This is an optimization exercise on Yosys and OpenROAD, whose aim is a short achievable clock period and few clock cycles, not a production implementation. Function was checked by simulation only, so behaviour that the tests miss may differ from the original. Power is estimated from default activity; no workload was simulated.

**design/flow/design.v**
```verilog
package definitions_pkg;
typedef enum logic [5:0] {
	R_TYPE  = 6'd0,
	ADDI = 6'd1,
	SUBI = 6'd2,	
	ANDI = 6'd3,
	ORI  = 6'd4,
	XORI = 6'd5,
	LUI  = 6'd6,
	LLI  = 6'd7,
	LWR  = 6'd8,
	SWR  = 6'd9,
	LWI  = 6'd10,
	SWI  = 6'd11,
	BEQ  = 6'd12,
	BNE  = 6'd13,
	J    = 6'd14,
	JAL  = 6'd15,
	RET  = 6'd16,
	BLTE = 6'd17
} op_t;
typedef enum logic [5:0] {
	ADD_R  = 6'd0,
	SUB_R  = 6'd1,	
	AND_R  = 6'd2,
	OR_R   = 6'd3,
	XOR_R  = 6'd4,
	SLL_R  = 6'd5,
	SRL_R  = 6'd6,
	SLA_R  = 6'd7,
	SRA_R  = 6'd8
} func_t;
typedef enum logic [3:0] {
	ADD =	4'b0000,
	SUB =	4'b0001,	
	AND =	4'b0010,
	OR =	4'b0011,
	XOR =	4'b0100,
	SLL =	4'b0101,
	SRL =	4'b0110,
	SLA =	4'b0111,
	SRA =	4'b1000,
	LU =	4'b1001,
	LL =	4'b1010,
	NO_OP = 4'b1011
} alu_op_t;
typedef enum logic [1:0] {
	INCREMENT =	2'd0,
	BRANCH    = 2'd1,
	JUMP 		 = 2'd2,
	RETURN 	 = 2'd3
} pc_sel_t;
typedef enum logic [1:0] {
	ALU_RESULT  =	2'd0,
	DATA_MEM    =  2'd1,
	R31_DATA 	=  2'd2
} data_write_t;
typedef enum logic [1:0] {
	RD_VALUE    =	2'd0,
	RT_VALUE   =  2'd1,
	R31_ADDR 	=  2'd2
} rd_t;
typedef enum logic {
	IMM_VALUE    =	1'd0,
	QT_VALUE   =  1'd1
} b_t;
typedef enum logic {
	ADDR_RT_VALUE =  1'd0,
	ADDR_R31      =  1'd1
} rt_t;
endpackage
module extend #(parameter N_IN=16, parameter N_OUT = 32)(
		input logic [N_IN-1:0]	immediate,
		input sign,
		output logic [N_OUT -1:0]	extended	
		);
		logic [N_OUT -1:0] zero_extended;
		logic [N_OUT -1:0] sign_extended;
		always_comb begin
			if(sign) extended = sign_extended;
			else extended = zero_extended;
		end
		assign zero_extended = {{N_OUT - N_IN{1'b0}},immediate};
		assign sign_extended = immediate[N_IN-1] ? {{N_OUT - N_IN{1'b1}},immediate}:{{N_OUT - N_IN{1'b0}},immediate};
endmodule
module controller(
	input clk,
	input definitions_pkg::op_t op,
	input definitions_pkg::func_t func,
	input logic equal,
	input logic lte,
	output logic we,
	output logic muxSel_sa,
	output logic dm_we,
	output definitions_pkg::rd_t muxSel_rd,
	output definitions_pkg::rt_t muxSel_rt,
	output definitions_pkg::b_t muxSel_b,
	output definitions_pkg::data_write_t muxSel_result,
	output logic muxSel_dm_address,
	output definitions_pkg::pc_sel_t muxSel_pc,
	output logic sel_sign
	);
	always_comb begin	
		case(op)
			definitions_pkg::R_TYPE:begin
				case(func)
					definitions_pkg::SLL : muxSel_sa = 1'b1;
					definitions_pkg::SRL : muxSel_sa = 1'b1;
					definitions_pkg::SLA : muxSel_sa = 1'b1;
					definitions_pkg::SRA : muxSel_sa = 1'b1;
					default : muxSel_sa = 1'b0;
				endcase
			end
			default muxSel_sa = 1'b0;
		endcase
	end
	always_comb begin	
		case(op)
			definitions_pkg::R_TYPE:muxSel_rd = definitions_pkg::RD_VALUE;
			definitions_pkg::JAL   :muxSel_rd = definitions_pkg::R31_ADDR;
			default muxSel_rd = definitions_pkg::RT_VALUE;
		endcase
	end
	always_comb begin	
		case(op)
			definitions_pkg::R_TYPE:muxSel_b = definitions_pkg::QT_VALUE;
			definitions_pkg::BEQ : muxSel_b = definitions_pkg::QT_VALUE;
			definitions_pkg::BNE : muxSel_b = definitions_pkg::QT_VALUE;
			definitions_pkg::BLTE : muxSel_b = definitions_pkg::QT_VALUE;
			default muxSel_b = definitions_pkg::IMM_VALUE;
		endcase
	end
	always_comb begin	
		case(op)
			definitions_pkg::RET : muxSel_rt = definitions_pkg::ADDR_R31;
			default muxSel_rt = definitions_pkg::ADDR_RT_VALUE;
		endcase
	end
	always_comb begin	
		case(op)
			definitions_pkg::SWR : we = 1'b0;
			definitions_pkg::SWI : we = 1'b0;
			definitions_pkg::BEQ : we = 1'b0;
			definitions_pkg::BNE : we = 1'b0;
			definitions_pkg::BLTE: we = 1'b0;
			definitions_pkg::J   : we = 1'b0;
			definitions_pkg::RET : we = 1'b0;
			default we = 1'b1;
		endcase
	end
	always_comb begin	
		case(op)
			definitions_pkg::SWR : dm_we = 1'b1;
			definitions_pkg::SWI :  dm_we = 1'b1;
			default dm_we = 1'b0;
		endcase
	end
	always_comb begin	
		case(op)
			definitions_pkg::LWR : muxSel_result = definitions_pkg::DATA_MEM;
			definitions_pkg::LWI : muxSel_result = definitions_pkg::DATA_MEM;
			definitions_pkg::JAL : muxSel_result = definitions_pkg::R31_DATA;
			default muxSel_result = definitions_pkg::ALU_RESULT;
		endcase
	end
	always_comb begin	
		case(op)
			definitions_pkg::LWR : muxSel_dm_address = 1'b1;
			definitions_pkg::SWR : muxSel_dm_address = 1'b1;
			definitions_pkg::LWI : muxSel_dm_address = 1'b0;
			definitions_pkg::SWI : muxSel_dm_address = 1'b0;
			default muxSel_dm_address = 1'b0;
		endcase
	end
	always_comb begin	
		case(op)
			definitions_pkg::BEQ : muxSel_pc = (equal)  ? definitions_pkg::BRANCH : definitions_pkg::INCREMENT;
			definitions_pkg::BNE : muxSel_pc = (~equal) ? definitions_pkg::BRANCH : definitions_pkg::INCREMENT;
			definitions_pkg::BLTE: muxSel_pc = (lte) ? definitions_pkg::BRANCH : definitions_pkg::INCREMENT;
			definitions_pkg::J   : muxSel_pc = definitions_pkg::JUMP;
			definitions_pkg::JAL : muxSel_pc = definitions_pkg::JUMP;
			definitions_pkg::RET : muxSel_pc = definitions_pkg::RETURN;
			default muxSel_pc = definitions_pkg::INCREMENT;
		endcase
	end
	always_comb begin	
		case(op)
			definitions_pkg::ANDI : sel_sign = 1'b0;
			definitions_pkg::ORI  : sel_sign = 1'b0;
			definitions_pkg::XORI : sel_sign = 1'b0;
			default sel_sign = 1'b1;
		endcase
	end
endmodule
module instruction_decoder(
	input definitions_pkg::op_t op,
	input definitions_pkg::func_t func,
	output definitions_pkg::alu_op_t alu_op
	);
	always_comb begin
		case(op)
			definitions_pkg::R_TYPE:begin
				case(func)
					definitions_pkg::ADD_R: 	alu_op	=	definitions_pkg::ADD;
					definitions_pkg::SUB_R:	alu_op	=	definitions_pkg::SUB;
					definitions_pkg::AND_R:	alu_op	=	definitions_pkg::AND;
					definitions_pkg::OR_R:	alu_op	=	definitions_pkg::OR;
					definitions_pkg::XOR_R:	alu_op	=	definitions_pkg::XOR;
					definitions_pkg::SLL_R:	alu_op	=	definitions_pkg::SLL;
					definitions_pkg::SRL_R:	alu_op	=	definitions_pkg::SRL;
					definitions_pkg::SLA_R:	alu_op	=	definitions_pkg::SLA;
					definitions_pkg::SRA_R:	alu_op	= 	definitions_pkg::SRA;
					default alu_op = definitions_pkg::NO_OP;
				endcase
			end
			definitions_pkg::ADDI: alu_op	=	definitions_pkg::ADD;
			definitions_pkg::SUBI:	alu_op	=	definitions_pkg::SUB;
			definitions_pkg::ANDI:	alu_op	=	definitions_pkg::AND;
			definitions_pkg::ORI:	alu_op	=	definitions_pkg::OR;
			definitions_pkg::XORI:	alu_op	=	definitions_pkg::XOR;
			definitions_pkg::LUI:	alu_op	=	definitions_pkg::LU;
			definitions_pkg::LLI:	alu_op	=	definitions_pkg::LL;
			default alu_op = definitions_pkg::NO_OP;
		endcase
	end
endmodule
module alu(
	input logic  [31:0] a,
	input logic  [31:0] b,
	input definitions_pkg::alu_op_t op,
	output logic Z,
	output logic C,
	output logic N,
	output logic O,
	output logic lte,
	output logic equal,
	output logic [31:0] r
	);
	logic extend;
	logic [32:0] extended_sum;
	logic [31:0] sum_result;
	always_comb begin
		case(op)
			definitions_pkg::ADD: 	r	=	sum_result;
			definitions_pkg::SUB:	r	=	a-b;
			definitions_pkg::AND:	r	=	a&b;
			definitions_pkg::OR:	r	=	a|b;
			definitions_pkg::XOR:	r	=	a^b;
			definitions_pkg::SLL:	r	=	b<<a;
			definitions_pkg::SRL:	r	=	b>>a;
			definitions_pkg::SLA:	r	=	$signed(b)<<<a;
			definitions_pkg::SRA:	r	= 	$signed(b)>>>a;
			definitions_pkg::LU:	r	=	{b[15:0],16'b0};
			definitions_pkg::LL:	r	=	{16'b0,b[15:0]};
			default: r = '0;
		endcase
	end
	always_comb begin
		extended_sum = {1'b0, a} + {1'b0, b}; 
		C = extended_sum[32];
		{extend, sum_result} = {a[31], a} + {b[31], b}; 
		O = ({extend, sum_result[31]} == 2'b01);
	end
		assign Z	= (r==0);
		assign N = r[31];
		assign equal = (a==b);
		assign lte = (b <= a);
endmodule
module regfile #(parameter SECT=5)(
	input logic clk,
	input logic we,
	input logic [SECT-1:0]	rs,
	input logic [SECT-1:0]	rt,
	input logic	[SECT-1:0]	rd,
	input logic	[31:0]	d,
	output logic	[31:0]	qs,
	output logic	[31:0]	qt
	);
	logic [31:0] RF	[31:0];
	assign qs = RF[rs];
	assign qt = RF[rt];
	always_ff @(posedge clk)begin	
		if(we) RF[rd] <= d;
	end
endmodule
module status_reg(
	input logic clk,
	input logic asyn_n_rst,
	input logic Z_in,
	input logic C_in,
	input logic N_in,
	input logic O_in,
	output logic Z,
	output logic C,
	output logic N,
	output logic O
	);
	always_ff @(posedge clk or negedge asyn_n_rst) begin
		if(!asyn_n_rst) begin
			{Z,C,N,O} <= 4'b0;
		end else begin
			{Z,C,N,O} <= {Z_in, C_in, N_in, O_in};
		end
	end
endmodule
module PC(
input logic clk,
	input logic asyn_n_rst,
	input logic [31:0] D,
	output logic [31:0] PC
	);
	always_ff @(posedge clk or negedge asyn_n_rst) begin	
		if(!asyn_n_rst) PC <= 32'b0;
		else PC <= D;
	end
endmodule
module mips_single_cycle(
	input logic asyn_n_rst,
	input logic clk,
	input logic [31:0] instruction,
	input logic [31:0] dm_q,
	output logic [31:0] PC,
	output logic [15:0] dm_address,
	output logic [31:0] dm_d,
	output logic dm_we
	);
	localparam int A_ADD = 0, A_SUB = 1, A_AND = 2, A_OR = 3, A_XOR = 4,
	               A_SLL = 5, A_SRL = 6, A_SRA = 7, A_PASS = 8, A_LOAD = 9;
	logic [5:0]  f_op;
	logic [4:0]  f_rs, f_rt, f_rd;
	logic [15:0] f_imm;
	logic [31:0] f_sext, f_pc1, next_pc;
	logic        f_r, f_addi, f_subi, f_andi, f_ori, f_xori, f_lui, f_lli;
	logic        f_lwr, f_swr, f_lwi, f_swi, f_beq, f_bne, f_j, f_jal, f_ret, f_blte;
	logic        f_br, f_pred, f_we, f_bimm;
	logic [4:0]  f_rsi, f_wri;
	logic [31:0] f_immval, f_alt;
	logic [9:0]  f_alu;
	logic [31:0] ras;
	logic        redirect;
	logic [31:0] redirect_pc;
	assign f_op  = instruction[31:26];
	assign f_rs  = instruction[25:21];
	assign f_rt  = instruction[20:16];
	assign f_rd  = instruction[15:11];
	assign f_imm = instruction[15:0];
	assign f_sext = {{16{f_imm[15]}}, f_imm};
	assign f_pc1 = PC + 32'd1;
	assign f_r    = (f_op == 6'd0);
	assign f_addi = (f_op == 6'd1);
	assign f_subi = (f_op == 6'd2);
	assign f_andi = (f_op == 6'd3);
	assign f_ori  = (f_op == 6'd4);
	assign f_xori = (f_op == 6'd5);
	assign f_lui  = (f_op == 6'd6);
	assign f_lli  = (f_op == 6'd7);
	assign f_lwr  = (f_op == 6'd8);
	assign f_swr  = (f_op == 6'd9);
	assign f_lwi  = (f_op == 6'd10);
	assign f_swi  = (f_op == 6'd11);
	assign f_beq  = (f_op == 6'd12);
	assign f_bne  = (f_op == 6'd13);
	assign f_j    = (f_op == 6'd14);
	assign f_jal  = (f_op == 6'd15);
	assign f_ret  = (f_op == 6'd16);
	assign f_blte = (f_op == 6'd17);
	assign f_br   = f_beq | f_bne | f_blte;
	assign f_pred = (f_rs == f_rt) ? !f_bne : !f_beq;
	assign f_we  = f_r | f_addi | f_subi | f_andi | f_ori | f_xori | f_lui | f_lli |
	               f_lwr | f_lwi | f_jal;
	assign f_rsi = f_ret ? 5'd31 : f_rs;
	assign f_wri = f_r ? f_rd : (f_jal ? 5'd31 : f_rt);
	assign f_bimm = !(f_r | f_br);
	always_comb begin
		f_immval = f_sext;
		if (f_andi | f_ori | f_xori | f_lli) f_immval = {16'b0, f_imm};
		if (f_lui) f_immval = {f_imm, 16'b0};
		if (f_jal) f_immval = f_pc1;
	end
	always_comb begin
		if (f_ret) f_alt = ras;
		else if (f_pred) f_alt = f_pc1;
		else f_alt = f_sext;
	end
	always_comb begin
		f_alu = '0;
		if (f_r) begin
			case (instruction[5:0])
				6'd0: f_alu[A_ADD] = 1'b1;
				6'd1: f_alu[A_SUB] = 1'b1;
				6'd2: f_alu[A_AND] = 1'b1;
				6'd3: f_alu[A_OR]  = 1'b1;
				6'd4: f_alu[A_XOR] = 1'b1;
				6'd5: f_alu[A_SLL] = 1'b1;
				6'd6: f_alu[A_SRL] = 1'b1;
				6'd7: f_alu[A_SLL] = 1'b1;
				6'd8: f_alu[A_SRA] = 1'b1;
				default: ;
			endcase
		end
		if (f_addi) f_alu[A_ADD] = 1'b1;
		if (f_subi) f_alu[A_SUB] = 1'b1;
		if (f_andi) f_alu[A_AND] = 1'b1;
		if (f_ori)  f_alu[A_OR]  = 1'b1;
		if (f_xori) f_alu[A_XOR] = 1'b1;
		if (f_lui | f_lli | f_jal) f_alu[A_PASS] = 1'b1;
		if (f_lwr | f_lwi) f_alu[A_LOAD] = 1'b1;
	end
	always_comb begin
		if (redirect) next_pc = redirect_pc;
		else if (f_j | f_jal) next_pc = {6'b0, instruction[25:0]};
		else if (f_br & f_pred) next_pc = f_sext;
		else if (f_ret) next_pc = ras;
		else next_pc = f_pc1;
	end
	logic        d_valid, d_we, d_load, d_store, d_memimm, d_bimm;
	logic        d_beq, d_bne, d_blte, d_ret, d_pred;
	logic        d_fwds, d_fwdt;
	logic [4:0]  d_rsi, d_rti, d_wri, d_sa;
	logic [15:0] d_imm;
	logic [31:0] d_immval, d_alt;
	logic [9:0]  d_alu;
	always_ff @(posedge clk or negedge asyn_n_rst) begin
		if (!asyn_n_rst) begin
			PC <= 32'b0;
			ras <= 32'b0;
			d_valid <= 1'b0;
			d_we <= 1'b0;
			d_store <= 1'b0;
			d_beq <= 1'b0;
			d_bne <= 1'b0;
			d_blte <= 1'b0;
			d_ret <= 1'b0;
		end else begin
			PC <= next_pc;
			if (f_jal & !redirect) ras <= f_pc1;
			d_valid <= !redirect;
			d_we    <= f_we & !redirect;
			d_store <= (f_swr | f_swi) & !redirect;
			d_beq   <= f_beq & !redirect;
			d_bne   <= f_bne & !redirect;
			d_blte  <= f_blte & !redirect;
			d_ret   <= f_ret & !redirect;
		end
	end
	always_ff @(posedge clk) begin
		d_load   <= f_lwr | f_lwi;
		d_memimm <= f_lwi | f_swi;
		d_bimm   <= f_bimm;
		d_pred   <= f_pred;
		d_rsi    <= f_rsi;
		d_rti    <= f_rt;
		d_wri    <= f_wri;
		d_sa     <= instruction[10:6];
		d_imm    <= f_imm;
		d_immval <= f_immval;
		d_alt    <= f_alt;
		d_alu    <= f_alu;
		d_fwds   <= d_we & (f_rsi == d_wri);
		d_fwdt   <= d_we & (f_rt == d_wri);
	end
	logic [31:0] rf [0:31];
	logic [31:0] qs, qt, a_val, t_val, e_result;
	logic        e_we;
	logic [4:0]  e_wri;
	assign qs = rf[d_rsi];
	assign qt = rf[d_rti];
	assign a_val = d_fwds ? e_result : qs;
	assign t_val = d_fwdt ? e_result : qt;
	logic        e_beq, e_bne, e_blte, e_ret, e_pred;
	logic [31:0] e_a, e_b, e_alt;
	logic [4:0]  e_sa;
	logic [9:0]  e_alu;
	always_ff @(posedge clk or negedge asyn_n_rst) begin
		if (!asyn_n_rst) begin
			e_we <= 1'b0;
			e_beq <= 1'b0;
			e_bne <= 1'b0;
			e_blte <= 1'b0;
			e_ret <= 1'b0;
			dm_we <= 1'b0;
		end else begin
			e_we   <= d_we & !redirect;
			e_beq  <= d_beq & !redirect;
			e_bne  <= d_bne & !redirect;
			e_blte <= d_blte & !redirect;
			e_ret  <= d_ret & !redirect;
			dm_we  <= d_store & !redirect;
		end
	end
	always_ff @(posedge clk) begin
		e_a   <= a_val;
		e_b   <= d_bimm ? d_immval : t_val;
		e_alt <= d_alt;
		e_pred <= d_pred;
		e_sa  <= d_sa;
		e_alu <= d_alu;
		e_wri <= d_wri;
		dm_d  <= t_val;
		dm_address <= d_memimm ? d_imm : a_val[15:0];
	end
	logic [31:0] r_add, r_sub, r_sll, r_srl, r_sra, alu_r;
	logic        eq, lte, taken;
	assign r_add = e_a + e_b;
	assign r_sub = e_a - e_b;
	assign r_sll = e_sa[4] ? 32'b0 : (e_b << e_sa[3:0]);
	assign r_srl = e_sa[4] ? 32'b0 : (e_b >> e_sa[3:0]);
	logic signed [31:0] e_bs, r_sra4;
	assign e_bs = e_b;
	assign r_sra4 = e_bs >>> e_sa[3:0];
	assign r_sra = e_sa[4] ? {32{e_b[31]}} : r_sra4;
	assign alu_r = ({32{e_alu[A_ADD]}}  & r_add) |
	               ({32{e_alu[A_SUB]}}  & r_sub) |
	               ({32{e_alu[A_AND]}}  & (e_a & e_b)) |
	               ({32{e_alu[A_OR]}}   & (e_a | e_b)) |
	               ({32{e_alu[A_XOR]}}  & (e_a ^ e_b)) |
	               ({32{e_alu[A_SLL]}}  & r_sll) |
	               ({32{e_alu[A_SRL]}}  & r_srl) |
	               ({32{e_alu[A_SRA]}}  & r_sra) |
	               ({32{e_alu[A_PASS]}} & e_b);
	assign e_result = e_alu[A_LOAD] ? dm_q : alu_r;
	always_ff @(posedge clk) begin
		if (e_we) rf[e_wri] <= e_result;
	end
	assign eq  = (e_a == e_b);
	assign lte = (e_b <= e_a);
	assign taken = (e_beq & eq) | (e_bne & !eq) | (e_blte & lte);
	assign redirect = ((e_beq | e_bne | e_blte) & (taken != e_pred)) |
	                  (e_ret & (e_a != e_alt));
	assign redirect_pc = e_ret ? e_a : e_alt;
endmodule
```
**design/flow/run.sh**
```bash
#!/bin/bash
# synth_recipe.tcl (not shown) runs the flow's synth.tcl, then flattens the netlist and writes it again
# the make line also repeats each setting of config.mk as NAME=value (left out here)
make -C /OpenROAD-flow-scripts/flow DESIGN_CONFIG=/design/flow/config.mk WORK_HOME=/design/flow/orfs CLKGATE_MAP_FILE= SYNTH_SCRIPT=/design/flow/synth_recipe.tcl finish
```
**design/flow/config.mk**
```make
export PLATFORM = sky130hd
export DESIGN_NAME = mips_single_cycle
export DESIGN_NICKNAME = mips_single_cycle
export VERILOG_FILES = /design/flow/design.v
export SDC_FILE = /design/flow/constraint.sdc
export NUM_CORES = 4
export LEC_CHECK = 0
export CAP_MARGIN = 20
export CORE_MARGIN = 2
export CORE_UTILIZATION = 40
export SLEW_MARGIN = 20
```
**design/flow/constraint.sdc**
```tcl
create_clock -name core_clock -period 9.0 [get_ports {clk}]
set_input_delay 1.8000 -clock core_clock [delete_from_list [all_inputs] [get_ports {clk}]]
set_output_delay 1.8000 -clock core_clock [all_outputs]
set_load 0.01 [all_outputs]
```
==> results.json, run 1 <==
{
  "status": "complete, no violations",
  "antenna_left": 0,
  "crit_chain": "inv_1 > ha_1 > nor4_1 > or4_1 > o32ai_1 > o21ba_2 > a211oi_1 > or2_2 > o211ai_1 > a2bb2oi_1 > inv_1",
  "numCtsBuffers": 147,
  "post-cts-setup-buffers": 0,
  "drc": 0,
  "slew_headroom": 0.2395,
  "powerDensity_nw_per_um2": 214.4,
  "skew_ps": 56.32,
  "crit_top_cell": "inv_1",
  "antenna_found_initial": 12,
  "min_period_ps": 5601,
  "required_ps": 9340,
  "place.port_buffers": 146,
  "syn_to_final_growth_pct": 13.65,
  "fill_cells": 14833,
  "cts.clk_slew.worst_paths_ps": 60,
  "critPathKind": "flip-flop to flip-flop",
  "grt_pass1_vias": 44668,
  "fmax_mhz": 178.5,
  "hold_viol_final": 0,
  "insertion_delay_ps": 810,
  "yosysWarnings": 1,
  "slew_violations": 0,
  "synthDistinctLibCells": 85,
  "critPathBufInv": 2,
  "grt_use_total": 0.2752,
  "setup_viol": 0,
  "vias": 45725,
  "final_cell_area_um2": 78670,
  "cts_resized": 0,
  "cp-start-kind": "flip-flop",
  "fin_crit_sh": 0.6224,
  "avgSynthCellArea_um2": 15.02,
  "cts-root-buf": "clkbuf_16",
  "start_util": 0.4031,
  "ios": 147,
  "dieWidth_um": 420.0,
  "syn_area_um2": 69230,
  "crit_slowest_cell": "nor4_1",
  "setup_tns_ps": 0,
  "cts_tree": "yes",
  "synth_top_area_cell": "edfxtp_1",
  "wl_per_cell_um": 34.27,
  "nets": 4853,
  "htree_levels": 4,
  "yosysSeqAreaShare": 0.5512,
  "drt_iter0_drc": 5967,
  "gr-total-overflow": 0,
  "arrival_ps": 5940,
  "clk_path_buf_depth": 3,
  "die_area_um2": 176400,
  "hold_ws_ps": 312.5,
  "regArea_um2": 38210,
  "cap_viol_max_count": 0,
  "fp.dieH_um": 420.0,
  "yosys.area.top_type_share": 0.4442,
  "avgViaCountPerCell": 6.433,
  "dpl.hpwl_um": 158500,
  "gp_congestion": 0.9841,
  "routed_wl_um": 243600,
  "vdd_ir_drop_max_mv": 0.1754,
  "grt_first_pass_wirelength_um": 341700,
  "drive_above_1_share": 0.2580,
  "place_area_um2": 73600,
  "synth_nets": 4784,
  "async_flop_share": 0.05527,
  "multi_input_area_um2": 29490,
  "synthFlopType": "edfxtp_1",
  "p_leak_nw": 26.78,
  "rsz0062_at_grt": "no",
  "synthCells": 4610,
  "grt_max_degree": 113,
  "synth.top_cells.by_area": "edfxtp_1 44%, mux4_2 22%, dfxtp_1 8.0%",
  "crit_path_max_fanout": 32,
  "synth_edf_count": 1024,
  "worst_slew_pin_slew_ps": 1134,
  "slowest_delay_ps": 860,
  "dr.pass1.iters": 6,
  "ys_ff_latch": 1375,
  "endpoint_kind": "flip-flop",
  "numClockSinks": 1375,
  "cts_hold_buffers": 0,
  "hold_path_class": "flip-flop to flip-flop",
  "rows": 152,
  "crit_family": "compound AO/OA/AOI/OAI gates",
  "core-area_um2": 171700
}
==> report_power, final <==
part           switching (W)  total [W]  internal [W]
logic                0.00176    0.00295       0.00119
registers           0.000408    0.00765       0.00725
clock network        0.00267    0.00626       0.00360
total                0.00484     0.0169        0.0120
==> Yosys cell counts (all sizes together) (13+ instances only) <==
cell type	instances
edfxtp	1024
mux4	680
dfxtp	275
nor2	252
nand2	245
clkbuf	243
a21oi	217
o21ai	160
inv	145
mux2i	108
ha	106
mux2	106
buf	103
dfrtp	76
a211oi	74
xor2	55
nor3	53
nor2b	48
nand3	47
a22oi	43
xnor2	43
nor4	40
a21o	34
nand2b	30
a221oi	24
a31oi	24
nand4	24
o2111ai	22
o31ai	21
o211ai	20
and3	19
or3	19
o21bai	17
a2111oi	13
o21a	13
==> cell usage in the layout (no fill, tap or decap), types with 21 or more instances in the layout <==
master and n:
clkdlybuf4s50_1 145, nor2_4 32, mux2_2 85, ha_1 106, xnor2_1 43, nand2b_1 30
o21ai_0 156, a211oi_1 74, a31oi_1 23, nor3_1 51, inv_1 143, a221oi_1 24
clkinv_1 21, clkinv_2 29, buf_4 113, mux4_2 680, a21o_1 34, dfrtp_1 75
nand3_1 47, nor2_1 219, edfxtp_1 1024, nand2_1 245, nand4_1 24, nor4_1 37
o31ai_1 21, o2111ai_1 22, clkbuf_16 157, xor2_1 55, mux2i_1 108, a22oi_1 43
a21oi_1 213, dfxtp_1 260, clkbuf_1 23, nor2b_1 48, mux2_4 21
==> path summary, 6_finish.rpt <==
path	depth (start not counted)	end	slack, ps	from
worst max-delay path	11	rf[17][30]	3400	e_b[15]
worst min register to register	0	e_alt[15]	310	d_alt[15]
max in group asynchronous	2	e_ret	6890	asyn_n_rst
worst max register to register	11	rf[17][30]	3400	e_b[15]
worst min-delay path	0	e_alt[15]	310	d_alt[15]
min in group asynchronous	1	ras[21]	940	asyn_n_rst
==> sequential cells by signal, indices dropped and copies added, names as in the netlist, 32 cells and up, named ones only <==
register,flops
PC,32
ras,32
rf,1024
e_a,32
d_immval,32
e_alt,32
dm_d,32
e_b,32
d_alt,32
==> metrics by stage <==
step,setup WS (ps),total power [W],util,instances
finish,3399,0.01687,0.4581,7108
global placement,3344,0.01066,0.4285,6840
global route,3239,0.01741,0.4581,7105
detailed placement,3294,0.01066,0.4286,6840
floorplan,4699,0.009395,-,4610
CTS,3561,0.01690,0.4580,7105
==> cell type report <==
class / count / area share
Sequential cell: 1375 / 0.4857
Multi-Input combinational cell: 2736 / 0.3748
Clock buffer: 194 / 0.05349
Tap cell: 2310 / 0.03674
Timing Repair Buffer: 266 / 0.03127
Clock inverter: 71 / 0.01064
Inverter: 153 / 0.007300
Antenna cell: 3 / 0.00009542
==> per-layer routing <==
layer	vias up	global-route usage	part of all wire
met1	23965	0.3651	0.39
met5	-	0	0.00022
met2	2591	0.4264	0.46
met4	8	0.1449	0.059
li1	18649	-	-
met3	512	0.05747	0.091
==> worst register-to-register path: cells and delay by family, from the launching register on <==
| family | cells | cell delay (ps) |
|---|---|---|
| buf+inv | 2 | 850 |
| flops | 1 | 580 |
| simple gates | 3 | 1310 |
| fa+ha+maj | 1 | 510 |
| compound gates | 5 | 1890 |
==> cells by family (layout without fill, tap and decap cells) <==
group,after synthesis,after routing,synth area share
simple gates,834,834,0.05710
flops,1375,1375,0.5512
mux,894,894,0.2552
fa+ha+maj,108,108,0.01974
buf+inv,499,684,0.02782
xor+xnor,98,98,0.01240
compound gates,802,802,0.07653
other cells,0,3,0
Testbench counts, summed over its fixed seeds: cycles 20,651.
==> run 2: changes to the inputs <==
--- a/design/flow/config.mk
+++ b/design/flow/config.mk
@@ -5,7 +5,9 @@
 export SDC_FILE = /design/flow/constraint.sdc
 export NUM_CORES = 4
 export LEC_CHECK = 0
+export ABC_CLOCK_PERIOD_IN_PS = 3000
 export CAP_MARGIN = 20
 export CORE_MARGIN = 2
 export CORE_UTILIZATION = 40
+export SETUP_SLACK_MARGIN = 5
 export SLEW_MARGIN = 20
==> results.json, run 2 <==
{
  "status": "complete, no violations",
  "crit_chain": "buf_4 > buf_4 > mux4_2 > mux2_2 > nand2_1 > a21oi_1 > a21oi_1 > o221ai_1 > a221o_1 > o21ai_0 > buf_4 > clkinvlp_4",
  "wl_per_cell_um": 34.80,
  "grt_max_degree": 129,
  "crit_path_max_fanout": 38,
  "arrival_ps": 4460,
  "synth_top_area_cell": "edfxtp_1",
  "yosysWarnings": 1,
  "final_common_cell": "edfxtp_1",
  "vdd_ir_drop_max_mv": 0.1817,
  "powerDensity_nw_per_um2": 210.4,
  "endpoint_kind": "flip-flop",
  "regArea_um2": 38310,
  "die_area_um2": 176400,
  "power_w": 0.01695,
  "routed_wl_um": 250400,
  "dr.pass1.iters": 6,
  "worstRegToRegCells": 12,
  "yosysSeqAreaShare": 0.5512,
  "rows": 152,
  "crit_slowest_cell": "buf_4",
  "dieWidth_um": 420.0,
  "drive_above_1_share": 0.3094,
  "largest-register": "rf",
  "rsz0062_at_grt": "yes",
  "start_util": 0.4031,
  "fmax_mhz": 248.0,
  "hold_end": "e_alt[3]",
  "slew_headroom": 0.1353,
  "synth_nets": 4784,
  "fin_crit_sh": 0.4480,
  "gr-total-overflow": 0,
  "cts.clk_slew.worst_paths_ps": 60,
  "numClockSinks": 1375,
  "fp.dieH_um": 420.0,
  "grt_first_pass_wirelength_um": 350100,
  "required_ps": 9430,
  "drt_iter0_drc": 6685,
  "htree_levels": 4,
  "power_switching_w": 0.004933,
  "r2r-start": "e_sa[2]",
  "synthFlopType": "edfxtp_1",
  "cts-root-buf": "clkbuf_16",
  "ios": 147,
  "grt_pass1_vias": 45999,
  "fill_cells": 14809,
  "hold_viol_final": 0,
  "p_leak_nw": 27.07,
  "largest_reg_flops": 1024,
  "p_comb_frac": 0.192,
  "setup_viol": 0,
  "swShare": 0.2911,
  "antenna_left": 0,
  "multi_input_area_um2": 30450,
  "vias": 46661,
  "cts_hold_buffers": 0,
  "hold_path_class": "flip-flop to flip-flop",
  "slew_violations": 0,
  "critPathBufInv": 4,
  "synth.most_common_cell": "edfxtp_1",
  "cp-start-kind": "flip-flop",
  "nets": 4939,
  "seqPwrFrac": 0.451,
  "reg2reg_slack_ps": 4970,
  "numCtsBuffers": 149,
  "synth_commonest_cells": "1024 x edfxtp_1, 680 x mux4_2, 275 x dfxtp_1",
  "avgSynthCellArea_um2": 15.02,
  "ys_ff_latch": 1375,
  "cap_viol_max_count": 0,
  "worstHoldStart": "d_alt[3]",
  "place.port_buffers": 146,
  "drc": 0,
  "clk_path_buf_depth": 3,
  "internal_power_w": 0.01201,
  "grt_use_total": 0.2813,
  "pwr-share-clk": 0.357,
  "critPathKind": "flip-flop to flip-flop",
  "cts_tree": "yes",
  "skew_ps": 42.09,
  "gp_congestion": 0.9884,
  "insertion_delay_ps": 790,
  "synth_edf_count": 1024,
  "synth.top_cells.by_area": "edfxtp_1 44%, mux4_2 22%, dfxtp_1 8.0%",
  "core-area_um2": 171700,
  "rr_endpoint": "rf[17][21]",
  "avgViaCountPerCell": 6.483,
  "syn_area_um2": 69230,
  "hold_depth": 0,
  "crit_top_cell": "buf_4",
  "dpl.hpwl_um": 159800,
  "synthDistinctLibCells": 85,
  "slowest_delay_ps": 480,
  "async_flop_share": 0.05527,
  "worst_slew_pin_slew_ps": 1283,
  "min_period_ps": 4032,
  "yosys.area.top_type_share": 0.4442,
  "syn_to_final_growth_pct": 16.33,
  "antenna_found_initial": 13,
  "final_cell_mix": "1024 x edfxtp_1, 680 x mux4_2, 241 x nand2_1",
  "setup_tns_ps": 0,
  "crit_family": "buffers and inverters",
  "synthCells": 4610
}
==> run 2: power groups by stage <==
| stage | Combinational (W) | Sequential [W] | Clock [W] |
|---|---|---|---|
| global placement | 0.00292 | 0.00777 | 0 |
| CTS | 0.00310 | 0.00763 | 0.00613 |
| global route | 0.00342 | 0.00767 | 0.00639 |
| finish | 0.00325 | 0.00765 | 0.00605 |
| detailed placement | 0.00292 | 0.00777 | 0 |
| floorplan | 0.00179 | 0.00760 | 0 |
==> run 2: worst max-delay path by stage <==
stage                     slack (ps)          to  cells past startpoint       startpoint
after floorplan                 5130      PC[27]                     13  instruction[20]
after global placement          3400      PC[24]                     11  instruction[17]
after detailed placement        3360      PC[20]                     11  instruction[17]
after CTS                       4750   rf[19][6]                     10           e_a[4]
after global routing            4910  rf[17][21]                     12          e_sa[2]
final                           4970  rf[17][21]                     12          e_sa[2]
==> run 2: per-stage QoR <==
step / cells / hold slack (ps) / instance area, um2 / utilization / setup slack, ps
global route: 7194 / 321.6 / 80520 / 0.4689 / 4908
finish: 7197 / 317.1 / 80530 / 0.4689 / 4968
detailed placement: 6846 / 312.1 / 73630 / 0.4287 / 3357
global placement: 6846 / 310.2 / 73630 / 0.4287 / 3401
CTS: 7174 / 317.9 / 79840 / 0.4649 / 4751
floorplan: 4610 / 309.6 / 69240 / - / 5126
==> run 2: area by class of cell <==
type                            count  area share
Antenna cell                        3  0.00009322
Clock inverter                     84     0.01025
Multi-Input combinational cell   2739      0.3781
Timing Repair inverter             22    0.002051
Timing Repair Buffer              325     0.04002
Inverter                          153    0.008188
Tap cell                         2310     0.03589
Clock buffer                      186     0.04969
Sequential cell                  1375      0.4757
==> run 2: logic make-up (layout without fill, tap and decap cells) <==
logic type / after synthesis / count (layout) / synth area share
multiplexers: 894 / 894 / 0.2552
AO/OA/AOI/OAI: 802 / 804 / 0.07653
XOR/XNOR: 98 / 98 / 0.01240
other: 0 / 3 / 0
buffers and inverters: 499 / 770 / 0.02782
AND/OR/NAND/NOR: 834 / 835 / 0.05710
adder cells (fa/ha/maj): 108 / 108 / 0.01974
flip-flops: 1375 / 1375 / 0.5512
==> run 2: timing repair <==
item                       in CTS  in global routing
pin swaps                       9                 10
gates resized for setup       226                113
setup endpoints to repair     948                781
setup buffers                  37                 16
cloned                         21                  4
==> run 2: routing by layer <==
| metal | vias up | part of all wire | global-route usage |
|---|---|---|---|
| met5 | - | 0.00019 | 0 |
| met4 | 6 | 0.052 | 0.1339 |
| met3 | 504 | 0.096 | 0.05707 |
| met2 | 2692 | 0.47 | 0.4432 |
| met1 | 24615 | 0.38 | 0.3735 |
| li1 | 18844 | - | - |
==> run 3: changes to the inputs <==
--- a/design/flow/config.mk
+++ b/design/flow/config.mk
@@ -5,9 +5,11 @@
 export SDC_FILE = /design/flow/constraint.sdc
 export NUM_CORES = 4
 export LEC_CHECK = 0
-export ABC_CLOCK_PERIOD_IN_PS = 3000
+export ABC_CLOCK_PERIOD_IN_PS = 2000
 export CAP_MARGIN = 20
 export CORE_MARGIN = 2
 export CORE_UTILIZATION = 40
+export GPL_TIMING_DRIVEN = 1
 export SETUP_SLACK_MARGIN = 5
 export SLEW_MARGIN = 20
+export TNS_END_PERCENT = 100
==> results.json, run 3 <==
{
  "antenna_left": 0,
  "rows": 152,
  "powerDensity_nw_per_um2": 210.4,
  "avgSynthCellArea_um2": 15.02,
  "synth.most_common_cell": "edfxtp_1",
  "grt_use_total": 0.2813,
  "critPathKind": "flip-flop to flip-flop",
  "yosys.area.top_type_share": 0.4442,
  "utilization": 0.4689,
  "crit_top_cell": "buf_4",
  "cts-root-buf": "clkbuf_16",
  "pwr-share-clk": 0.357,
  "skew_ps": 42.09,
  "hold_viol_final": 0,
  "slew_violations": 0,
  "cts_hold_buffers": 0,
  "p_leak_nw": 27.07,
  "min_period_ps": 4032,
  "reg2reg_slack_ps": 4970,
  "hold_depth": 0,
  "synthFlopType": "edfxtp_1",
  "grt_first_pass_wirelength_um": 350100,
  "rsz0062_at_grt": "yes",
  "worst_slew_pin_slew_ps": 1283,
  "fill_cells": 14809,
  "synthCells": 4610,
  "final_common_cell": "edfxtp_1",
  "crit_slowest_cell": "buf_4",
  "cp-start-kind": "flip-flop",
  "setup_viol": 0,
  "required_ps": 9430,
  "wl_per_cell_um": 34.80,
  "setup_tns_ps": 0,
  "routed_wl_um": 250400,
  "synth.top_cells.by_area": "edfxtp_1 44%, mux4_2 22%, dfxtp_1 8.0%",
  "dpl.hpwl_um": 159800,
  "arrival_ps": 4460,
  "vdd_ir_drop_max_mv": 0.1817,
  "worstRegToRegCells": 12,
  "synth_nets": 4784,
  "dp_slack_ps": 3357,
  "synthDistinctLibCells": 85,
  "avgViaCountPerCell": 6.483,
  "start_util": 0.4031,
  "vias": 46661,
  "clk_path_buf_depth": 3,
  "largest_reg_flops": 1024,
  "numClockSinks": 1375,
  "fmax_mhz": 248.0,
  "grt_max_degree": 129,
  "insertion_delay_ps": 790,
  "die_area_um2": 176400,
  "synth_edf_count": 1024,
  "antenna_found_initial": 13,
  "slowest_delay_ps": 480,
  "async_flop_share": 0.05527,
  "fin_crit_sh": 0.4480,
  "syn_area_um2": 69230,
  "worstHoldStart": "d_alt[3]",
  "rr_endpoint": "rf[17][21]",
  "setup_ws_ps": 4968,
  "power_switching_w": 0.004933,
  "numCtsBuffers": 149,
  "drive_above_1_share": 0.3094,
  "dr.pass1.iters": 6,
  "top_usage_layer": "met2",
  "grt_pass1_vias": 45999,
  "cts_tree": "yes",
  "dieWidth_um": 420.0,
  "yosysSeqAreaShare": 0.5512,
  "status": "complete, no violations",
  "seqPwrFrac": 0.451,
  "synth_top_area_cell": "edfxtp_1",
  "place.port_buffers": 146,
  "yosysWarnings": 1,
  "grt_use_met2": 0.4432,
  "core-area_um2": 171700,
  "r2r-start": "e_sa[2]",
  "endpoint_kind": "flip-flop",
  "dp.cells": 6846,
  "global_route.usage.met1": 0.3735,
  "largest-register": "rf",
  "drt_iter0_drc": 6685,
  "gp_congestion": 0.9884,
  "fp.dieH_um": 420.0,
  "use_met3": 0.05707,
  "slew_headroom": 0.1353,
  "synth_commonest_cells": "1024 x edfxtp_1, 680 x mux4_2, 275 x dfxtp_1",
  "hold_end": "e_alt[3]",
  "ys_ff_latch": 1375,
  "p_comb_frac": 0.192,
  "cap_viol_max_count": 0,
  "cts.clk_slew.worst_paths_ps": 60,
  "internal_power_w": 0.01201,
  "crit_path_max_fanout": 38,
  "hold_path_class": "flip-flop to flip-flop",
  "crit_chain": "buf_4 > buf_4 > mux4_2 > mux2_2 > nand2_1 > a21oi_1 > a21oi_1 > o221ai_1 > a221o_1 > o21ai_0 > buf_4 > clkinvlp_4",
  "gr-total-overflow": 0,
  "ios": 147,
  "final_cell_mix": "1024 x edfxtp_1, 680 x mux4_2, 241 x nand2_1",
  "startpoint": "e_sa[2]",
  "htree_levels": 4,
  "swShare": 0.2911,
  "drc": 0,
  "nets": 4939,
  "syn_to_final_growth_pct": 16.33,
  "instances_no_fill": 7197
}
-- run 3: cell counts after synthesis --
Identical to the previous run, type by type.
-- run 3: cell type report --
class | count | area (um2) | share of cell area
Inverter | 153 | 659.4 | 0.008188
Timing Repair inverter | 22 | 165.2 | 0.002051
Clock buffer | 186 | 4001 | 0.04969
Antenna cell | 3 | 7.507 | 0.00009322
Sequential cell | 1375 | 38310 | 0.4757
Multi-Input combinational cell | 2739 | 30450 | 0.3781
Timing Repair Buffer | 325 | 3223 | 0.04002
Clock inverter | 84 | 825.8 | 0.01025
Tap cell | 2310 | 2890 | 0.03589
-- run 3: kinds of logic after synthesis --
logic type      after synthesis  share of synthesized area
compound gates              802                    0.07653
xor+xnor                     98                    0.01240
fa+ha+maj                   108                    0.01974
buf+inv                     499                    0.02782
flops                      1375                     0.5512
mux                         894                     0.2552
simple gates                834                    0.05710
-- run 3: timing repair --
| item | 4_1_cts | 5_1_grt |
|---|---|---|
| setup buffers | 37 | 16 |
| pin swaps | 9 | 10 |
| resized for setup | 226 | 113 |
| endpoints found under the setup margin | 948 | 781 |
| gates cloned | 21 | 4 |
-- run 3: worst max-delay path by stage --
stage | slack, ps | cells after the start | to
after floorplan | 5130 | 13 | PC[27]
after global placement | 3400 | 11 | PC[24]
after detailed placement | 3360 | 11 | PC[20]
after CTS | 4750 | 10 | rf[19][6]
after global routing | 4910 | 12 | rf[17][21]
final | 4970 | 12 | rf[17][21]
-- run 3: worst max-delay path, delay by kind of cell (launching register included) --
family / cells / cell delay, ps
buffers and inverters: 4 / 1460
AOI/OAI and AO/OA: 5 / 1050
DFF: 1 / 310
and+or+nand+nor: 1 / 80
muxes: 2 / 710
-- run 3: power by group through the flow --
stage | logic (W) | clock network, W | registers [W]
2_1_floorplan | 0.00179 | 0 | 0.00760
3_3_place_gp | 0.00292 | 0 | 0.00777
3_5_place_dp | 0.00292 | 0 | 0.00777
4_1_cts | 0.00310 | 0.00613 | 0.00763
5_1_grt | 0.00342 | 0.00639 | 0.00767
6_report | 0.00325 | 0.00605 | 0.00765
-- run 3: per-layer routing --
metal / vias to the layer above / wire length [um] / share of wire
li1: 18844 / - / -
met1: 24615 / 96200 / 0.38
met2: 2692 / 117200 / 0.47
met3: 504 / 23970 / 0.096
met4: 6 / 12990 / 0.052
met5: - / 47 / 0.00019
-- run 3: per-stage QoR --
step | power (W) | hold slack (ps) | cell area, um2
global route | 0.01748 | 321.6 | 80520
floorplan | 0.009395 | 309.6 | 69240
finish | 0.01695 | 317.1 | 80530
detailed placement | 0.01068 | 312.1 | 73630
CTS | 0.01687 | 317.9 | 79840
global placement | 0.01068 | 310.2 | 73630
==> run 4: changes to the inputs <==
==> design/flow/flow/run.sh (new file) <==
#!/bin/bash
set -euo pipefail
bash standard.sh SETUP_SLACK_MARGIN=6.5 finish > standard_flow.log 2>&1
==> design/flow/standard.sh (new file) <==
#!/bin/bash
# synth_recipe.tcl (not shown) runs the flow's synth.tcl, then flattens the netlist and writes it again
# the make line also repeats each setting of config.mk as NAME=value (left out here)
make -C /OpenROAD-flow-scripts/flow DESIGN_CONFIG=/design/flow/config.mk WORK_HOME=/design/flow/orfs CLKGATE_MAP_FILE= SYNTH_SCRIPT=/design/flow/synth_recipe.tcl "${@:-finish}"
==> design/flow/config.mk (replaced) <==
export PLATFORM = sky130hd
export DESIGN_NAME = mips_single_cycle
export DESIGN_NICKNAME = mips_single_cycle
export VERILOG_FILES = /design/flow/design.v
export SDC_FILE = /design/flow/constraint.sdc
export NUM_CORES = 4
export LEC_CHECK = 0
export ABC_CLOCK_PERIOD_IN_PS = 2500
export CAP_MARGIN = 20
export CORE_MARGIN = 2
export CORE_UTILIZATION = 40
export SLEW_MARGIN = 20
export TNS_END_PERCENT = 100
removed: design/flow/run.sh
==> results.json, run 4 <==
{
  "gr-total-overflow": 0,
  "routed_wl_um": 290800,
  "clk_path_buf_depth": 3,
  "dpl.hpwl_um": 156600,
  "cp-start-kind": "flip-flop",
  "place.port_buffers": 146,
  "largest_reg_flops": 1024,
  "setup_tns_ps": 0,
  "critPathKind": "flip-flop to flip-flop",
  "dieWidth_um": 420.0,
  "syn_to_final_growth_pct": 33.81,
  "drc": 0,
  "global_route.usage.met1": 0.4179,
  "synthDistinctLibCells": 85,
  "async_flop_share": 0.05527,
  "dp_slack_ps": 3826,
  "synth_nets": 4784,
  "yosys.area.top_type_share": 0.4442,
  "cap_viol_max_count": 0,
  "fin_crit_sh": 0.4011,
  "setup_viol": 0,
  "slew_headroom": 0.2415,
  "htree_levels": 4,
  "synthCells": 4610,
  "power_w": 0.01851,
  "final_common_cell": "edfxtp_1",
  "wl_per_cell_um": 37.43,
  "setup_ws_ps": 5390,
  "p_leak_nw": 32.33,
  "ys_ff_latch": 1375,
  "crit_path_max_fanout": 12,
  "avgViaCountPerCell": 6.636,
  "insertion_delay_ps": 830,
  "grt_pass1_vias": 49706,
  "ios": 147,
  "synth_edf_count": 1024,
  "numClockSinks": 1375,
  "synth.most_common_cell": "edfxtp_1",
  "required_ps": 9700,
  "start_util": 0.4031,
  "synthFlopType": "edfxtp_1",
  "top_usage_layer": "met2",
  "cts-root-buf": "clkbuf_16",
  "grt_use_met2": 0.4824,
  "core-area_um2": 171700,
  "synth_commonest_cells": "1024 x edfxtp_1, 680 x mux4_2, 275 x dfxtp_1",
  "yosysSeqAreaShare": 0.5512,
  "cts_tree": "yes",
  "syn_area_um2": 69230,
  "p_comb_frac": 0.255,
  "min_period_ps": 3610,
  "hold_path_class": "flip-flop to flip-flop",
  "endpoint_kind": "flip-flop",
  "drt_iter0_drc": 7578,
  "seqPwrFrac": 0.410,
  "antenna_left": 0,
  "avgSynthCellArea_um2": 15.02,
  "largest-register": "rf",
  "grt_first_pass_wirelength_um": 393700,
  "rows": 152,
  "worst_slew_pin_slew_ps": 1130,
  "status": "complete, no violations",
  "internal_power_w": 0.01285,
  "antenna_found_initial": 8,
  "use_met3": 0.07961,
  "hold_viol_final": 0,
  "pwr-share-clk": 0.334,
  "grt_max_degree": 70,
  "rsz0062_at_grt": "yes",
  "powerDensity_nw_per_um2": 199.8,
  "arrival_ps": 4310,
  "synth_top_area_cell": "edfxtp_1",
  "fmax_mhz": 277.0,
  "vdd_ir_drop_max_mv": 0.1424,
  "vias": 51558,
  "synth.top_cells.by_area": "edfxtp_1 44%, mux4_2 22%, dfxtp_1 8.0%",
  "power_switching_w": 0.005660,
  "final_cell_mix": "1024 x edfxtp_1, 680 x mux4_2, 357 x buf_4",
  "gp_congestion": 0.9607,
  "skew_ps": 63.64,
  "slew_violations": 0,
  "fill_cells": 13438,
  "grt_use_total": 0.3225,
  "nets": 5504,
  "drive_above_1_share": 0.4982,
  "swShare": 0.3058,
  "numCtsBuffers": 148,
  "fp.dieH_um": 420.0,
  "die_area_um2": 176400,
  "yosysWarnings": 1,
  "dr.pass1.iters": 6,
  "cts.clk_slew.worst_paths_ps": 60
}
run 4: cell counts after synthesis:
No cell type changed its count.
run 4: through the flow:
step | hold slack (ps) | area, um2 | instances | utilization
6_report | 286.7 | 92630 | 7769 | 0.5394
5_1_grt | 296.5 | 92630 | 7768 | 0.5394
4_1_cts | 297.5 | 89300 | 7590 | 0.5200
3_5_place_dp | 312.0 | 74830 | 6821 | 0.4357
3_3_place_gp | 310.1 | 74820 | 6820 | 0.4357
2_1_floorplan | 309.6 | 71750 | 4610 | -
run 4: cell families (layout without fill, tap and decap cells):
family / after synthesis / in the layout / synth area share
adders and majority gates: 108 / 108 / 0.01974
DFF: 1375 / 1375 / 0.5512
xor gates and xnor gates: 98 / 98 / 0.01240
other: 0 / 3 / 0
buffers and inverters: 499 / 1321 / 0.02782
AOI/OAI and AO/OA: 802 / 819 / 0.07653
muxes: 894 / 894 / 0.2552
and+or+nand+nor: 834 / 841 / 0.05710
run 4: critical path, cell delays in order (launching register included):
cell	delay, ps
dfxtp_4	420
inv_1	120
ha_2	530
clkinv_2	270
a21oi_1	180
o21bai_1	110
o311a_4	170
and2_1	170
o311a_1	350
a211o_4	340
buf_6	160
or2_4	330
mux2_4	330
run 4: layout make-up:
type / count / area [um2] / area share
inverter: 153 / 855.8 / 0.009239
clock inverter: 86 / 855.8 / 0.009239
clock buffer: 190 / 4038 / 0.04359
timing repair buffer: 864 / 10560 / 0.1139
antenna: 3 / 7.507 / 0.00008104
sequential: 1375 / 38520 / 0.4158
multi-input combinational: 2760 / 34640 / 0.3739
timing repair inverter: 28 / 270.3 / 0.002918
tap: 2310 / 2890 / 0.03120
run 4: power by group through the flow:
stage          registers [W]  logic [W]  clock network, W
2_1_floorplan        0.00760    0.00203                 0
3_3_place_gp         0.00778    0.00307                 0
3_5_place_dp         0.00778    0.00306                 0
4_1_cts              0.00758    0.00417           0.00622
5_1_grt              0.00760    0.00489           0.00648
6_report             0.00759    0.00473           0.00619
run 4: final timing paths:
| kind | cells after the start | slack, ps | end | start |
|---|---|---|---|---|
| setup / recovery | 12 | 5390 | ras[24] | e_b[26] |
| hold / removal | 0 | 290 | e_alt[15] | d_alt[15] |
| setup reg to reg | 12 | 5390 | ras[24] | e_b[26] |
| hold reg to reg | 0 | 290 | e_alt[15] | d_alt[15] |
| max in group asynchronous | 2 | 6900 | PC[2] | asyn_n_rst |
| min in group asynchronous | 1 | 800 | PC[16] | asyn_n_rst |
run 4: what timing repair did:
action                     in CTS  in global routing
pin swaps                     187                159
gates cloned                  100                 19
setup buffers                 393                157
setup endpoints to repair    1604               1611
resized for setup            1466                385
hold buffers                    0                  0
run 4: layer usage:
| metal | vias to the layer above | share of wire |
|---|---|---|
| met4 | 0 | 0.078 |
| met1 | 26737 | 0.36 |
| met3 | 940 | 0.11 |
| met2 | 3787 | 0.45 |
| li1 | 20094 | - |
| met5 | - | 0 |
==> run 5: changes to the inputs <==
==> design/flow/flow/run.sh (replaced) <==
#!/bin/bash
set -euo pipefail
bash standard.sh SETUP_SLACK_MARGIN=6 finish > standard_flow.log 2>&1
==> results.json, run 5 <==
{
  "synthDistinctLibCells": 85,
  "ios": 147,
  "skew_ps": 56.80,
  "met2_length_um": 125900,
  "largest_reg_flops": 1024,
  "powerDensity_nw_per_um2": 203.9,
  "min_period_ps": 3605,
  "routedLengthMet1_um": 97350,
  "start_util": 0.4031,
  "synth.most_common_cell": "edfxtp_1",
  "synthAdderAreaFrac": 0.01974,
  "rsz0062_at_grt": "yes",
  "avgSynthCellArea_um2": 15.02,
  "synthFlopType": "edfxtp_1",
  "grt_max_degree": 64,
  "cts-root-buf": "clkbuf_16",
  "cts_tree": "yes",
  "wl_per_cell_um": 35.87,
  "cts.clk_slew.worst_paths_ps": 70,
  "slew_violations": 0,
  "dr.pass1.iters": 13,
  "synth_commonest_cells": "1024 x edfxtp_1, 680 x mux4_2, 275 x dfxtp_1",
  "nets": 5374,
  "muxShareOfSynthArea": 0.2552,
  "grt_first_pass_wirelength_um": 378100,
  "gr-total-overflow": 0,
  "syn_area_um2": 69230,
  "yosysWarnings": 1,
  "final_common_cell": "edfxtp_1",
  "synth_xor_area_frac": 0.01240,
  "numClockSinks": 1375,
  "fp.dieH_um": 420.0,
  "synthCells": 4610,
  "synth_nets": 4784,
  "grt_pass1_vias": 48875,
  "syn_to_final_growth_pct": 29.45,
  "drt_iter0_drc": 7932,
  "yosys.area_share.simple": 0.05710,
  "clk_path_buf_depth": 3,
  "grt_use_total": 0.3062,
  "cp-start-kind": "flip-flop",
  "yosys.area.top_type_share": 0.4442,
  "p_leak_nw": 31.10,
  "dr_wl_met3_um": 30650,
  "synth_edf_count": 1024,
  "largest-register": "rf",
  "vdd_ir_drop_max_mv": 0.1476,
  "yosysSeqAreaShare": 0.5512,
  "setup_tns_ps": 0,
  "arrival_ps": 4100,
  "drc": 0,
  "antenna_found_initial": 12,
  "core-area_um2": 171700,
  "antenna_left": 0,
  "hold_path_class": "flip-flop to flip-flop",
  "reg2reg_slack_ps": 5390,
  "regArea_um2": 38460,
  "htree_levels": 4,
  "cap_viol_max_count": 0,
  "status": "complete, no violations",
  "fmax_mhz": 277.4,
  "gp_congestion": 1.012,
  "fin_crit_sh": 0.4006,
  "synth_top_family_by_area": "multiplexers",
  "setup_viol": 0,
  "synth_top_area_cell": "edfxtp_1",
  "critPathKind": "flip-flop to flip-flop",
  "final_cell_mix": "1024 x edfxtp_1, 680 x mux4_2, 300 x buf_4",
  "avgViaCountPerCell": 6.594,
  "numCtsBuffers": 148,
  "dieWidth_um": 420.0,
  "fill_cells": 13692,
  "multi_input_area_um2": 33850,
  "cts_hold_buffers": 0,
  "routed.top_layer": "met5",
  "synth.top_cells.by_area": "edfxtp_1 44%, mux4_2 22%, dfxtp_1 8.0%",
  "place.port_buffers": 146,
  "synth_compound_area_frac": 0.07653,
  "insertion_delay_ps": 830,
  "dpl.hpwl_um": 159000,
  "required_ps": 9500,
  "ys_ff_latch": 1375,
  "vias": 50329,
  "worst_slew_pin_slew_ps": 1139,
  "rows": 152,
  "hold_viol_final": 0,
  "crit_path_max_fanout": 8,
  "drive_above_1_share": 0.4589,
  "slew_headroom": 0.2359,
  "die_area_um2": 176400,
  "async_flop_share": 0.05527,
  "dp.cells": 6832,
  "routed_wl_um": 273800,
  "endpoint_kind": "flip-flop",
  "instances_no_fill": 7633
}
## run 5: cell counts after synthesis
Identical to the previous run, type by type.
## run 5: cells by family (layout without fill, tap and decap cells)
kind of cell / count (synthesis) / in the layout
muxes: 894 / 894
and+or+nand+nor: 834 / 840
buffers and inverters: 499 / 1183
adders and majority gates: 108 / 108
DFF: 1375 / 1375
AOI/OAI and AO/OA: 802 / 821
xor gates and xnor gates: 98 / 98
other: 0 / 4
## run 5: final timing paths
path,to,start,depth (start not counted)
max,rf[14][25],e_a[15],12
min,e_alu[7],d_alu[7],0
max reg2reg,rf[14][25],e_a[15],12
min reg2reg,e_alu[7],d_alu[7],0
max in group asynchronous,PC[4],asyn_n_rst,2
min in group asynchronous,d_we,asyn_n_rst,1
## run 5: critical path: stages, from the launching register on
cell,delay [ps]
dfxtp_1,330
buf_6,120
inv_1,70
ha_4,250
buf_4,160
or3_4,420
nor3_1,250
o211ai_1,250
a31oi_4,300
mux2_4,340
a221oi_4,280
o21bai_4,260
clkinvlp_4,250
## run 5: power breakdown
group	switching, W	leakage [nW]	total, W	internal [W]
Sequential	0.000347	12.7	0.00761	0.00726
Clock	0.00267	2.34	0.00610	0.00343
Combinational	0.00255	16.1	0.00457	0.00202
Total	0.00557	31.1	0.0183	0.0127
## run 5: per-layer routing
| metal | vias to the layer above | GRT usage |
|---|---|---|
| met1 | 26019 | 0.3870 |
| met2 | 3602 | 0.4779 |
| li1 | 19824 | - |
| met4 | 6 | 0.1814 |
| met5 | - | 0 |
| met3 | 878 | 0.07564 |
## run 5: final cells by class
type,count,share of cell area
clock inverter,78,0.01016
tap,2310,0.03225
timing repair buffer,732,0.09522
inverter,153,0.008643
antenna,4,0.0001117
timing repair inverter,29,0.002988
clock buffer,191,0.04367
multi-input combinational,2761,0.3777
sequential,1375,0.4292
## run 5: what timing repair did
| item | in CTS | in global routing |
|---|---|---|
| resized for setup | 1352 | 280 |
| buffers inserted | 330 | 101 |
| cloned | 83 | 14 |
| pin swaps | 183 | 127 |
| endpoints found under the setup margin | 1396 | 1265 |
## run 5: stage by stage
step                utilization  cell area [um2]  setup slack [ps]  power (W)  hold slack, ps
floorplan                     -            70510              5449   0.009546           309.6
global placement         0.4326            74300              3399    0.01084           310.7
detailed placement       0.4327            74300              3336    0.01085           312.1
CTS                      0.5093            87460              5400    0.01786           312.9
global route             0.5218            89610              5332    0.01874           307.6
finish                   0.5218            89610              5395    0.01827           300.2

==> afterwards: timing with drivers on the ports <==
No port has a modelled driver above. Below, the same layouts with a new extraction and two added sets of constraints.
Step 1: set_driving_cell puts a clkbuf_16 on clk and a buf_2 on each other input, an assumption about the parent block.
Step 2, shift: input delay + t, output delay - t, t = (earliest + latest rising clock arrival at the registers) / 2. This alone moves slack from input paths to output paths.
Three values: ideal ports, drivers, drivers and shift; two values: the first two.
run	shift t [ns]	setup slack, ns	worst setup path after step 2	worst slew at a driven data input, ns
run 1	0.865	3.399 / 3.399 / 3.174	input to register	0.14
run 2	0.851	4.968 / 4.968 / 4.268	input to register	0.15
run 3	0.851	4.968 / 4.968 / 4.268	input to register	0.15
run 4	0.884	5.390 / 5.390 / 4.839	input to register	0.12
run 5	0.881	5.395 / 5.395 / 4.822	input to register	0.16
After both steps every run listed still meets setup and hold.
